Context: an optimization exercise on an open-source flow, tuned for small area and a short achievable clock period. The choices shown serve that exercise and are no tape-out recipe. Where RTL was checked, it was by simulation tests only, not by an equivalence proof against the original. Power and IR drop assume default switching activity.

before:
==> flow/design.v <==
`timescale 1ns / 1ps
module pcpu(
    input clock,
    input enable,
    input reset,
    input start,
    input [15:0] i_datain,
    input [15:0] d_datain,
    output [7:0] i_addr,
    output [7:0] d_addr,
    output d_we,
    output [15:0] d_dataout
    );
    reg state;
    wire run = (state == 1'b1);
    reg w_halt;
    always @(posedge clock)
        if (reset)
            state <= 1'b0;
        else if (!run)
            state <= enable & start;
        else
            state <= enable & ~w_halt;
    reg [15:0] gr[0:7];
    reg [15:0] wdata;
    reg w_we;
    reg [2:0] w_dst;
    genvar g;
    generate
        for (g = 0; g < 8; g = g + 1) begin : rf
            always @(posedge clock)
                if (reset | (run & w_we & (w_dst == g)))
                    gr[g] <= wdata;
        end
    endgenerate
    reg [7:0] pc;
    reg [4:0] id_op;
    reg [10:0] id_f;
    reg [15:0] mem_c;
    wire taken;
    always @(posedge clock or posedge reset)
        if (reset) begin
            pc <= 8'b0;
            id_op <= 5'b0_0000;
        end else if (run) begin
            pc <= taken ? mem_c[7:0] : pc + 8'd1;
            id_op <= i_datain[15:11];
        end
    always @(posedge clock)
        if (run)
            id_f <= i_datain[10:0];
    wire [4:0] op = id_op;
    wire [2:0] r1 = id_f[10:8];
    wire [2:0] r2 = id_f[6:4];
    wire [2:0] r3 = id_f[2:0];
    wire [7:0] imm = id_f[7:0];
    wire d_jump  = (op == 5'b1_1000);
    wire d_store = (op == 5'b0_0011);
    wire d_load  = (op == 5'b0_0010);
    wire d_shl   = (op == 5'b0_0100) | (op == 5'b0_0101);
    wire d_shr   = (op == 5'b0_0110) | (op == 5'b0_0111);
    wire d_and   = (op == 5'b0_1101);
    wire d_or    = (op == 5'b0_1110);
    wire d_xor   = (op == 5'b0_1111);
    wire d_subc  = (op == 5'b1_0010);
    wire d_addc  = (op == 5'b1_0001);
    wire d_sub   = (op == 5'b0_1010) | (op == 5'b0_1011) | (op == 5'b0_1100) | (op == 5'b1_0011);
    wire d_r1    = (op == 5'b1_0000) | (op == 5'b1_0011) | (op == 5'b0_1001) | (op == 5'b0_1011)
                 | (op == 5'b1_1001) | (op[4:3] == 2'b11 && op[2:1] != 2'b00);
    wire d_r3    = (op == 5'b0_1000) | (op == 5'b1_0001) | (op == 5'b0_1010) | (op == 5'b1_0010)
                 | (op == 5'b0_1100) | (op == 5'b0_1101) | (op == 5'b0_1110) | (op == 5'b0_1111);
    wire d_hi    = (op == 5'b1_0000) | (op == 5'b1_0011);
    wire d_v3    = d_load | d_store | d_shl | d_shr;
    wire d_fl    = d_shl | d_shr | d_and | d_or | d_xor | d_sub | d_subc | d_addc
                 | (op == 5'b0_1000) | (op == 5'b0_1001) | (op == 5'b1_0000);
    wire d_wr    = d_fl & (op != 5'b0_1100) | d_load;
    wire d_br    = (op[4:3] == 2'b11);
    wire d_halt  = (op == 5'b0_0001);
    wire [2:0] sel_a = d_r1 ? r1 : r2;
    wire [2:0] sel_q = d_store ? r1 : r3;
    wire [15:0] port_a = gr[sel_a];
    wire [15:0] port_q = gr[sel_q];
    wire [15:0] rev_a;
    genvar k;
    generate
        for (k = 0; k < 16; k = k + 1) begin : rv
            assign rev_a[k] = port_a[15 - k];
        end
    endgenerate
    wire [15:0] a_next;
    assign a_next[15:8] = d_shl ? rev_a[15:8] : port_a[15:8];
    assign a_next[7:0]  = d_jump ? 8'b0 : d_shl ? rev_a[7:0] : port_a[7:0];
    wire [15:0] b_val;
    assign b_val[3:0]  = d_r3 ? port_q[3:0] : d_hi ? 4'b0 : imm[3:0];
    assign b_val[7:4]  = d_r3 ? port_q[7:4] : (d_hi | d_v3) ? 4'b0 : imm[7:4];
    assign b_val[15:8] = d_r3 ? port_q[15:8] : d_hi ? imm : 8'b0;
    wire d_neg = d_sub | d_subc;
    reg [15:0] ex_a, ex_b, ex_s;
    reg ex_add, ex_and, ex_or, ex_xor, ex_shl, ex_shr, ex_ca, ex_cb;
    reg ex_ld;
    reg [2:0] ex_brt, ex_dst;
    reg ex_fl, ex_st, ex_br, ex_halt, ex_we;
    always @(posedge clock)
        if (run) begin
            ex_a <= a_next;
            ex_b <= d_neg ? ~b_val : b_val;
            ex_s <= port_q;
            ex_add <= ~(d_and | d_or | d_xor | d_shl | d_shr);
            ex_and <= d_and;
            ex_or <= d_or;
            ex_xor <= d_xor;
            ex_shl <= d_shl;
            ex_shr <= d_shr;
            ex_ca <= d_addc | d_subc;
            ex_cb <= d_neg;
            ex_ld <= d_load;
            ex_brt <= op[2:0];
            ex_dst <= r1;
        end
    always @(posedge clock or posedge reset)
        if (reset) begin
            ex_fl <= 1'b0;
            ex_st <= 1'b0;
            ex_br <= 1'b0;
            ex_halt <= 1'b0;
            ex_we <= 1'b0;
        end else if (run) begin
            ex_fl <= d_fl;
            ex_st <= d_store;
            ex_br <= d_br;
            ex_halt <= d_halt;
            ex_we <= d_wr;
        end
    reg zf, nf, cf;
    wire cin = ex_ca ? (cf ^ ex_cb) : ex_cb;
    wire [17:0] sum18 = {1'b0, ex_a, 1'b1} + {1'b0, ex_b, cin};
    wire [15:0] sum = sum18[16:1];
    wire cout = sum18[17];
    wire [16:0] sh = {ex_a, cf} >> ex_b[3:0];
    reg [15:0] alu;
    integer j;
    always @(*)
        for (j = 0; j < 16; j = j + 1)
            alu[j] = (ex_add & sum[j])
                   | (ex_and & (ex_a[j] & ex_b[j]))
                   | (ex_or  & (ex_a[j] | ex_b[j]))
                   | (ex_xor & (ex_a[j] ^ ex_b[j]))
                   | (ex_shl & sh[16 - j])
                   | (ex_shr & sh[j + 1]);
    wire cf_next = (ex_add & (cout ^ ex_cb)) | ((ex_shl | ex_shr) & sh[0]);
    reg [15:0] smdr1;
    reg m_ld;
    reg [2:0] m_brt, m_dst;
    reg dw, m_fl, m_br, m_halt, m_we;
    always @(posedge clock)
        if (run) begin
            mem_c <= alu;
            smdr1 <= ex_s;
            m_ld <= ex_ld;
            m_brt <= ex_brt;
            m_dst <= ex_dst;
        end
    always @(posedge clock or posedge reset)
        if (reset) begin
            cf <= 1'b0;
            dw <= 1'b0;
            m_fl <= 1'b0;
            m_br <= 1'b0;
            m_halt <= 1'b0;
            m_we <= 1'b0;
        end else if (run) begin
            if (ex_fl)
                cf <= cf_next;
            dw <= ex_st;
            m_fl <= ex_fl;
            m_br <= ex_br;
            m_halt <= ex_halt;
            m_we <= ex_we;
        end
    wire flag = m_brt[2] ? (m_brt[1] ? cf : nf) : zf;
    assign taken = m_br & ((m_brt[2:1] == 2'b00) | (flag ^ m_brt[0]));
    assign i_addr = pc;
    assign d_addr = mem_c[7:0];
    assign d_we = dw;
    assign d_dataout = smdr1;
    always @(posedge clock or posedge reset)
        if (reset) begin
            zf <= 1'b0;
            nf <= 1'b0;
            wdata <= 16'b0;
            w_halt <= 1'b0;
            w_we <= 1'b0;
        end else if (run) begin
            if (m_fl) begin
                zf <= (mem_c == 16'b0);
                nf <= mem_c[15];
            end
            wdata <= m_ld ? d_datain : mem_c;
            w_halt <= m_halt;
            w_we <= m_we;
        end
    always @(posedge clock)
        if (run)
            w_dst <= m_dst;
endmodule
clock: 5.0 ns
lec_check: 0
cap_margin: 20
core_margin: 2
core_utilization: 40
slew_margin: 20
run.sh (not shown) runs the stock make flow with config.mk's settings and CLKGATE_MAP_FILE= SYNTH_SCRIPT=/design/flow/synth_recipe.tcl, a recipe that flattens the netlist after the stock synthesis.
before | status: complete | timing, DRC, antenna: pass
Setup changes, before to after
diff --git a/flow/design.v b/flow/design.v
--- a/flow/design.v
+++ b/flow/design.v
@@ -47,11 +47,17 @@
             id_op <= i_datain[15:11];
         end
-    always @(posedge clock)
-        if (run)
+    wire [4:0] f_op = i_datain[15:11];
+    wire f_r1 = (f_op == 5'b1_0000) | (f_op == 5'b1_0011) | (f_op == 5'b0_1001) | (f_op == 5'b0_1011)
+              | (f_op == 5'b1_1001) | (f_op[4:3] == 2'b11 && f_op[2:1] != 2'b00);
+    wire f_store = (f_op == 5'b0_0011);
+    reg [2:0] id_sa, id_sq;
+    always @(posedge clock)
+        if (run) begin
             id_f <= i_datain[10:0];
+            id_sa <= f_r1 ? i_datain[10:8] : i_datain[6:4];
+            id_sq <= f_store ? i_datain[10:8] : i_datain[2:0];
+        end
     wire [4:0] op = id_op;
     wire [2:0] r1 = id_f[10:8];
-    wire [2:0] r2 = id_f[6:4];
-    wire [2:0] r3 = id_f[2:0];
     wire [7:0] imm = id_f[7:0];
     wire d_jump  = (op == 5'b1_1000);
@@ -66,6 +72,4 @@
     wire d_addc  = (op == 5'b1_0001);
     wire d_sub   = (op == 5'b0_1010) | (op == 5'b0_1011) | (op == 5'b0_1100) | (op == 5'b1_0011);
-    wire d_r1    = (op == 5'b1_0000) | (op == 5'b1_0011) | (op == 5'b0_1001) | (op == 5'b0_1011)
-                 | (op == 5'b1_1001) | (op[4:3] == 2'b11 && op[2:1] != 2'b00);
     wire d_r3    = (op == 5'b0_1000) | (op == 5'b1_0001) | (op == 5'b0_1010) | (op == 5'b1_0010)
                  | (op == 5'b0_1100) | (op == 5'b0_1101) | (op == 5'b0_1110) | (op == 5'b0_1111);
@@ -77,8 +81,6 @@
     wire d_br    = (op[4:3] == 2'b11);
     wire d_halt  = (op == 5'b0_0001);
-    wire [2:0] sel_a = d_r1 ? r1 : r2;
-    wire [2:0] sel_q = d_store ? r1 : r3;
-    wire [15:0] port_a = gr[sel_a];
-    wire [15:0] port_q = gr[sel_q];
+    wire [15:0] port_a = gr[id_sa];
+    wire [15:0] port_q = gr[id_sq];
     wire [15:0] rev_a;
     genvar k;
Notes after the runs:
- Side by side, share of total power in sequential cells turned out higher in after than in before.
- Delta (after minus before): floorplan die area rose about 1.5%; total leakage power has remained practically unchanged; synthesized flop and latch total +6; total power decreased by 7.7% relative to the old numbers; number of sequential cells in the layout picked up an extra about 2%.
- Area added between synthesis and finish (lower): after
- Sequential logic power delta for after relative to before: about 1% higher
- after reports a lower proportion of power drawn by combinational gates than before does.
- Compared with before, in after post-synthesis adder-cell area fraction saw little to no change; total wirelength of the detailed-routed design saw a decrease; largest net degree at the start of global routing saw a decrease; final estimated routing congestion in global placement saw a decrease.
No functional check of the RTL was part of after.

## re-timing with driven ports
The flow's constraints put no driver on any port. The routed layouts listed below were extracted and timed again, unchanged, in two steps. Step 1: set_driving_cell puts a clkbuf_16 on clock and a buf_2 on each other input, an assumption about the parent block. Step 2 times the ports against the registers' clock, not the clock port: input delays grow and output delays shrink by t, the midpoint of the rising clock arrivals with the driver on. Slacks: ideal / step 1 / step 2; pairs: ideal / step 1.
run | shift t [ns] | setup WS [ns] | hold slack, ns
before | 0.608 | 0.990 / 0.990 / 0.990 | 0.411 / 0.411 / 0.411
after | 0.557 | 1.692 / 1.692 / 1.692 | 0.417 / 0.417 / 0.417
After both steps setup and hold are still met in every run listed.
